Background: an optimization exercise with open tools, aiming at small area, a short achievable clock period and few clock cycles per item. Do not read the settings as production practice.
Only simulation tests tie the RTL to the original design; equivalence was not proved.
Power figures rest on the tool's default switching activity, not on a simulated workload.

==> flow/design.v <==
`timescale 1ns / 1ps
module Encoder(clk, reset, start, p_text, m_key, done, c_text);
    input clk, reset, start;
    input wire [63:0] p_text;
    input wire [79:0] m_key;
    output reg done;
    output wire [63:0] c_text;
    reg [63:0] t;
    reg [79:0] k;
    reg [4:0]  cnt;
    reg        busy;
    reg [3:0]  busy_k;
    reg [5:0]  idle_r;
    genvar i;
    wire [79:0] w = {k[66:0], k[79:67]};
    wire [3:0] ks;
    SBox uk (.x(w[3:0]), .y(ks));
    wire [4:0] rcx;
    generate for (i = 0; i < 5; i = i + 1) begin : rc
        C_xor2 u (.A(cnt[i]), .B(w[59+i]), .X(rcx[i]));
    end endgenerate
    wire [79:0] g = {w[79:64], rcx, w[58:4], ks};
    wire [79:0] kd;
    generate for (i = 0; i < 80; i = i + 1) begin : km
        wire n0, n1;
        C_nand2 u0 (.A(g[i]), .B(busy_k[i%2]), .Y(n0));
        C_nand2 u1 (.A(m_key[i]), .B(idle_r[i%2]), .Y(n1));
        C_nand2 u2 (.A(n0), .B(n1), .Y(kd[i]));
    end endgenerate
    wire [63:0] pn, y;
    generate for (i = 0; i < 64; i = i + 1) begin : yk
        C_nand2 u0 (.A(p_text[i]), .B(idle_r[2+i%2]), .Y(pn[i]));
        C_xnor2 u1 (.A(kd[i]), .B(pn[i]), .Y(y[i]));
    end endgenerate
    wire [63:0] b;
    generate for (i = 0; i < 16; i = i + 1) begin : sb
        SBoxG u (.x(t[4*i+3:4*i]), .en(busy_k[2+i%2]), .enn(idle_r[4+i%2]), .y(b[4*i+3:4*i]));
    end endgenerate
    wire [63:0] c, d;
    generate for (i = 0; i < 4; i = i + 1) begin : sh
        assign c[16*i+15:16*i] = {b[16*i+7:16*i+4], b[16*i+3:16*i],
                                  b[16*i+15:16*i+12], b[16*i+11:16*i+8]};
    end endgenerate
    assign d[15:0]  = {c[14:0],  c[15]};
    assign d[31:16] = {c[27:16], c[31:28]};
    assign d[47:32] = {c[40:32], c[47:41]};
    assign d[63:48] = {c[54:48], c[63:55]};
    wire [63:0] tn;
    wire [15:0] e2, e1, a3, a0;
    generate for (i = 0; i < 16; i = i + 1) begin : mx
        C_xor2 x0 (.A(d[32+i]), .B(d[i]),    .X(e2[i]));
        C_xor2 x1 (.A(d[48+i]), .B(d[16+i]), .X(e1[i]));
        C_xor2 x2 (.A(d[48+i]), .B(y[48+i]), .X(a3[i]));
        C_xor2 x3 (.A(d[i]),    .B(y[i]),    .X(a0[i]));
        C_xor2 x4 (.A(a3[i]),   .B(e2[i]),   .X(tn[48+i]));
        C_xor2 x5 (.A(e2[i]),   .B(y[32+i]), .X(tn[32+i]));
        C_xor2 x6 (.A(e1[i]),   .B(y[16+i]), .X(tn[16+i]));
        C_xor2 x7 (.A(a0[i]),   .B(e1[i]),   .X(tn[i]));
    end endgenerate
    assign c_text = t;
    integer j;
    always @(posedge clk) begin
        t <= tn;
        k <= kd;
        cnt <= busy ? cnt + 5'd1 : 5'd0;
        for (j = 0; j < 4; j = j + 1)
            busy_k[j] <= !reset && (busy_k[j] ? cnt != 5'd24 : start);
        for (j = 0; j < 6; j = j + 1)
            idle_r[j] <= reset || (idle_r[j] ? !start : cnt == 5'd24);
        if (reset) begin
            busy <= 1'b0;
            done <= 1'b0;
        end else if (!busy) begin
            done <= 1'b0;
            busy <= start;
        end else if (cnt == 5'd24) begin
            busy <= 1'b0;
            done <= 1'b1;
        end
    end
endmodule
module SBoxG(x, en, enn, y);
    input [3:0] x;
    input en, enn;
    output [3:0] y;
    wire _00_;
    wire _01_;
    wire _02_;
    wire _03_;
    wire _04_;
    wire _05_;
    wire _06_;
    wire _07_;
    wire _08_;
    wire _09_;
    wire _10_;
    wire _11_;
    wire _12_;
    wire _13_;
    wire _14_;
    wire _15_;
    wire _16_;
    wire _17_;
    wire _18_;
    C_inv g0 (.A(x[0]), .Y(_00_));
    C_inv g1 (.A(x[2]), .Y(_01_));
    C_inv g2 (.A(x[3]), .Y(_02_));
    C_nand2 g3 (.A(_00_), .B(_02_), .Y(_03_));
    C_nor2 g4 (.A(_01_), .B(_03_), .Y(_04_));
    C_nor2 g5 (.A(_00_), .B(_02_), .Y(_05_));
    C_nor2 g6 (.A(x[1]), .B(x[2]), .Y(_06_));
    C_nand2 g7 (.A(_05_), .B(_06_), .Y(_07_));
    C_o311a g8 (.A1(_05_), .A2(_06_), .A3(_04_), .B1(en), .C1(_07_), .X(y[2]));
    C_nand2 g9 (.A(_01_), .B(_05_), .Y(_08_));
    C_nand2 g10 (.A(x[1]), .B(x[2]), .Y(_09_));
    C_inv g11 (.A(_09_), .Y(_10_));
    C_o21ai g12 (.A1(_03_), .A2(_09_), .B1(en), .Y(_11_));
    C_a31oi g13 (.A1(_08_), .A2(_09_), .A3(_03_), .B1(_11_), .Y(y[1]));
    C_nor2 g14 (.A(_06_), .B(_10_), .Y(_12_));
    C_nor2 g15 (.A(x[0]), .B(_02_), .Y(_13_));
    C_o21ai g16 (.A1(_12_), .A2(_13_), .B1(en), .Y(_14_));
    C_a31oi g17 (.A1(_00_), .A2(x[3]), .A3(_12_), .B1(_14_), .Y(y[0]));
    C_o22ai g18 (.A1(x[2]), .A2(x[3]), .B1(x[1]), .B2(_02_), .Y(_15_));
    C_nand2 g19 (.A(_00_), .B(_15_), .Y(_16_));
    C_or2 g20 (.A(_00_), .B(_15_), .X(_17_));
    C_o21ai g21 (.A1(_02_), .A2(_09_), .B1(en), .Y(_18_));
    C_a31oi g22 (.A1(_09_), .A2(_17_), .A3(_16_), .B1(_18_), .Y(y[3]));
endmodule
module SBox(x, y);
    input [3:0] x;
    output [3:0] y;
    wire _00_;
    wire _01_;
    wire _02_;
    wire _03_;
    wire _04_;
    wire _05_;
    wire _06_;
    wire _07_;
    wire _08_;
    wire _09_;
    wire _10_;
    wire _11_;
    wire _12_;
    wire _13_;
    wire _14_;
    wire _15_;
    C_inv g0 (.A(x[0]), .Y(_15_));
    C_inv g1 (.A(x[2]), .Y(_00_));
    C_inv g2 (.A(x[1]), .Y(_01_));
    C_inv g3 (.A(x[3]), .Y(_02_));
    C_o22ai g4 (.A1(_01_), .A2(_02_), .B1(_00_), .B2(x[3]), .Y(_03_));
    C_nor2 g5 (.A(_00_), .B(_01_), .Y(_04_));
    C_inv g6 (.A(_04_), .Y(_05_));
    C_o22ai g7 (.A1(_02_), .A2(_05_), .B1(_15_), .B2(_03_), .Y(_06_));
    C_a31oi g8 (.A1(_15_), .A2(_05_), .A3(_03_), .B1(_06_), .Y(y[3]));
    C_nor2 g9 (.A(_15_), .B(_02_), .Y(_07_));
    C_nor2 g10 (.A(x[2]), .B(x[1]), .Y(_08_));
    C_nor2 g11 (.A(x[0]), .B(x[3]), .Y(_09_));
    C_nand2 g12 (.A(x[2]), .B(_09_), .Y(_10_));
    C_nor2 g13 (.A(_07_), .B(_08_), .Y(_11_));
    C_a32oi g14 (.A1(x[0]), .A2(x[3]), .A3(_08_), .B1(_10_), .B2(_11_), .Y(y[2]));
    C_a311oi g15 (.A1(x[0]), .A2(x[3]), .A3(_00_), .B1(_04_), .C1(_09_), .Y(_12_));
    C_a31oi g16 (.A1(_15_), .A2(_02_), .A3(_04_), .B1(_12_), .Y(y[1]));
    C_nor2 g17 (.A(_04_), .B(_08_), .Y(_13_));
    C_nor2 g18 (.A(x[0]), .B(_02_), .Y(_14_));
    C_xor2 g19 (.A(_13_), .B(_14_), .X(y[0]));
endmodule
module C_a311oi(A1, A2, A3, B1, C1, Y);
    input A1, A2, A3, B1, C1;
    output Y;
    assign Y = (~A1&~B1&~C1) | (~A2&~B1&~C1) | (~A3&~B1&~C1);
endmodule
module C_a31oi(A1, A2, A3, B1, Y);
    input A1, A2, A3, B1;
    output Y;
    assign Y = (~A1&~B1) | (~A2&~B1) | (~A3&~B1);
endmodule
module C_a32oi(A1, A2, A3, B1, B2, Y);
    input A1, A2, A3, B1, B2;
    output Y;
    assign Y = (~A1&~B1) | (~A1&~B2) | (~A2&~B1) | (~A3&~B1) | (~A2&~B2) | (~A3&~B2);
endmodule
module C_inv(A, Y);
    input A;
    output Y;
    assign Y = (~A);
endmodule
module C_nand2(A, B, Y);
    input A, B;
    output Y;
    assign Y = (~A) | (~B);
endmodule
module C_nor2(A, B, Y);
    input A, B;
    output Y;
    assign Y = (~A&~B);
endmodule
module C_o21ai(A1, A2, B1, Y);
    input A1, A2, B1;
    output Y;
    assign Y = (~A1&~A2) | (~B1);
endmodule
module C_o22ai(A1, A2, B1, B2, Y);
    input A1, A2, B1, B2;
    output Y;
    assign Y = (~B1&~B2) | (~A1&~A2);
endmodule
module C_o311a(A1, A2, A3, B1, C1, X);
    input A1, A2, A3, B1, C1;
    output X;
    assign X = (A1&B1&C1) | (A2&B1&C1) | (A3&B1&C1);
endmodule
module C_or2(A, B, X);
    input A, B;
    output X;
    assign X = (A) | (B);
endmodule
module C_xnor2(A, B, Y);
    input A, B;
    output Y;
    assign Y = (~A&~B) | (A&B);
endmodule
module C_xor2(A, B, X);
    input A, B;
    output X;
    assign X = (A&~B) | (~A&B);
endmodule
clock: 3.5 ns
lec_check: 0
cap_margin: 20
core_margin: 2
core_utilization: 40
setup_slack_margin: 1.8
slew_margin: 20
synth_hierarchical: 1
standard.sh (not shown) runs the stock make flow with config.mk's settings and CLKGATE_MAP_FILE= SYNTH_SCRIPT=/design/flow/synth_recipe.tcl, a recipe that flattens the netlist after the stock synthesis.
==> flow/flow/run.sh <==
#!/bin/bash
# The standard layout, with plain buf_1 cells as the port buffers.
set -uo pipefail
export BUFFER_PORTS_ARGS="-buffer_cell sky130_fd_sc_hd__buf_1"
bash standard.sh > standard_flow.log 2>&1
Testbench counts at the start, summed over its fixed seeds: cycles 13,312, items 512.
Edit:
--- a/flow/design.v
+++ b/flow/design.v
@@ -8,10 +8,10 @@
     reg [63:0] t;
     reg [79:0] k;
     reg [4:0]  cnt;
     reg        busy;
-    reg [3:0]  busy_k;
-    reg [5:0]  idle_r;
+    wire idle;
+    C_inv ui (.A(busy), .Y(idle));
     genvar i;
     wire [79:0] w = {k[66:0], k[79:67]};
     wire [3:0] ks;
     SBox uk (.x(w[3:0]), .y(ks));
@@ -22,20 +22,20 @@
     wire [79:0] g = {w[79:64], rcx, w[58:4], ks};
     wire [79:0] kd;
     generate for (i = 0; i < 80; i = i + 1) begin : km
         wire n0, n1;
-        C_nand2 u0 (.A(g[i]), .B(busy_k[i%2]), .Y(n0));
-        C_nand2 u1 (.A(m_key[i]), .B(idle_r[i%2]), .Y(n1));
+        C_nand2 u0 (.A(g[i]), .B(busy), .Y(n0));
+        C_nand2 u1 (.A(m_key[i]), .B(idle), .Y(n1));
         C_nand2 u2 (.A(n0), .B(n1), .Y(kd[i]));
     end endgenerate
     wire [63:0] pn, y;
     generate for (i = 0; i < 64; i = i + 1) begin : yk
-        C_nand2 u0 (.A(p_text[i]), .B(idle_r[2+i%2]), .Y(pn[i]));
+        C_nand2 u0 (.A(p_text[i]), .B(idle), .Y(pn[i]));
         C_xnor2 u1 (.A(kd[i]), .B(pn[i]), .Y(y[i]));
     end endgenerate
     wire [63:0] b;
     generate for (i = 0; i < 16; i = i + 1) begin : sb
-        SBoxG u (.x(t[4*i+3:4*i]), .en(busy_k[2+i%2]), .enn(idle_r[4+i%2]), .y(b[4*i+3:4*i]));
+        SBoxG u (.x(t[4*i+3:4*i]), .en(busy), .enn(idle), .y(b[4*i+3:4*i]));
     end endgenerate
     wire [63:0] c, d;
     generate for (i = 0; i < 4; i = i + 1) begin : sh
         assign c[16*i+15:16*i] = {b[16*i+7:16*i+4], b[16*i+3:16*i],
@@ -57,17 +57,12 @@
         C_xor2 x6 (.A(e1[i]),   .B(y[16+i]), .X(tn[16+i]));
         C_xor2 x7 (.A(a0[i]),   .B(e1[i]),   .X(tn[i]));
     end endgenerate
     assign c_text = t;
-    integer j;
     always @(posedge clk) begin
         t <= tn;
         k <= kd;
         cnt <= busy ? cnt + 5'd1 : 5'd0;
-        for (j = 0; j < 4; j = j + 1)
-            busy_k[j] <= !reset && (busy_k[j] ? cnt != 5'd24 : start);
-        for (j = 0; j < 6; j = j + 1)
-            idle_r[j] <= reset || (idle_r[j] ? !start : cnt == 5'd24);
         if (reset) begin
             busy <= 1'b0;
             done <= 1'b0;
         end else if (!busy) begin
What happened: Combinational power rises by 5.9%. Flip-flop and latch count falls by 8. Cell area rises by 1.3%. Clock skew rises by 0.0053 ns. Die area falls by 3.6%. Setup slack gets better by 0.0037 ns. Utilization rises by 2.8 points. Via count falls by 1.8%. Maximum frequency is about the same. Total power rises by 1.4%. Sequential share of layout area falls by 2.0 points. Wire length rises by 0.64%. Count of clock-buffer cells in the layout falls by 1. Clock power hardly moves.
Testbench counts after the change, summed over its fixed seeds: cycles 13,312, items 512.

## what the ideal ports hide
No port has a modelled driver above. Below, the same layouts with a new extraction and two added sets of constraints.
Step 1 assumes that a clkbuf_16 drives the clock port and a buf_2 every other input.
Step 2 moves the port delays by t, midway between the first and last clock arrival at a register: inputs arrive t later, outputs are due t later. That takes back most of the time a late clock gives input paths.
Three values: ideal ports, drivers, drivers and shift; two values: the first two.
| run | t (ns) | slack for setup (ns) | slew at the worst register clock pin (ns) | worst slew at a driven data input, ns | pins driven straight from the clock port |
|---|---|---|---|---|---|
| the first run | 0.470 | 1.801 / 1.756 / 1.732 | 0.07 / 0.07 | 0.04 | 1 |
| the second run | 0.475 | 1.804 / 1.763 / 1.804 | 0.06 / 0.06 | 0.04 | 1 |
After both steps every run listed still meets setup and hold. The setup slack of the first run, which loses most, moves by -0.045 ns with the drivers and by -0.069 ns with both steps.
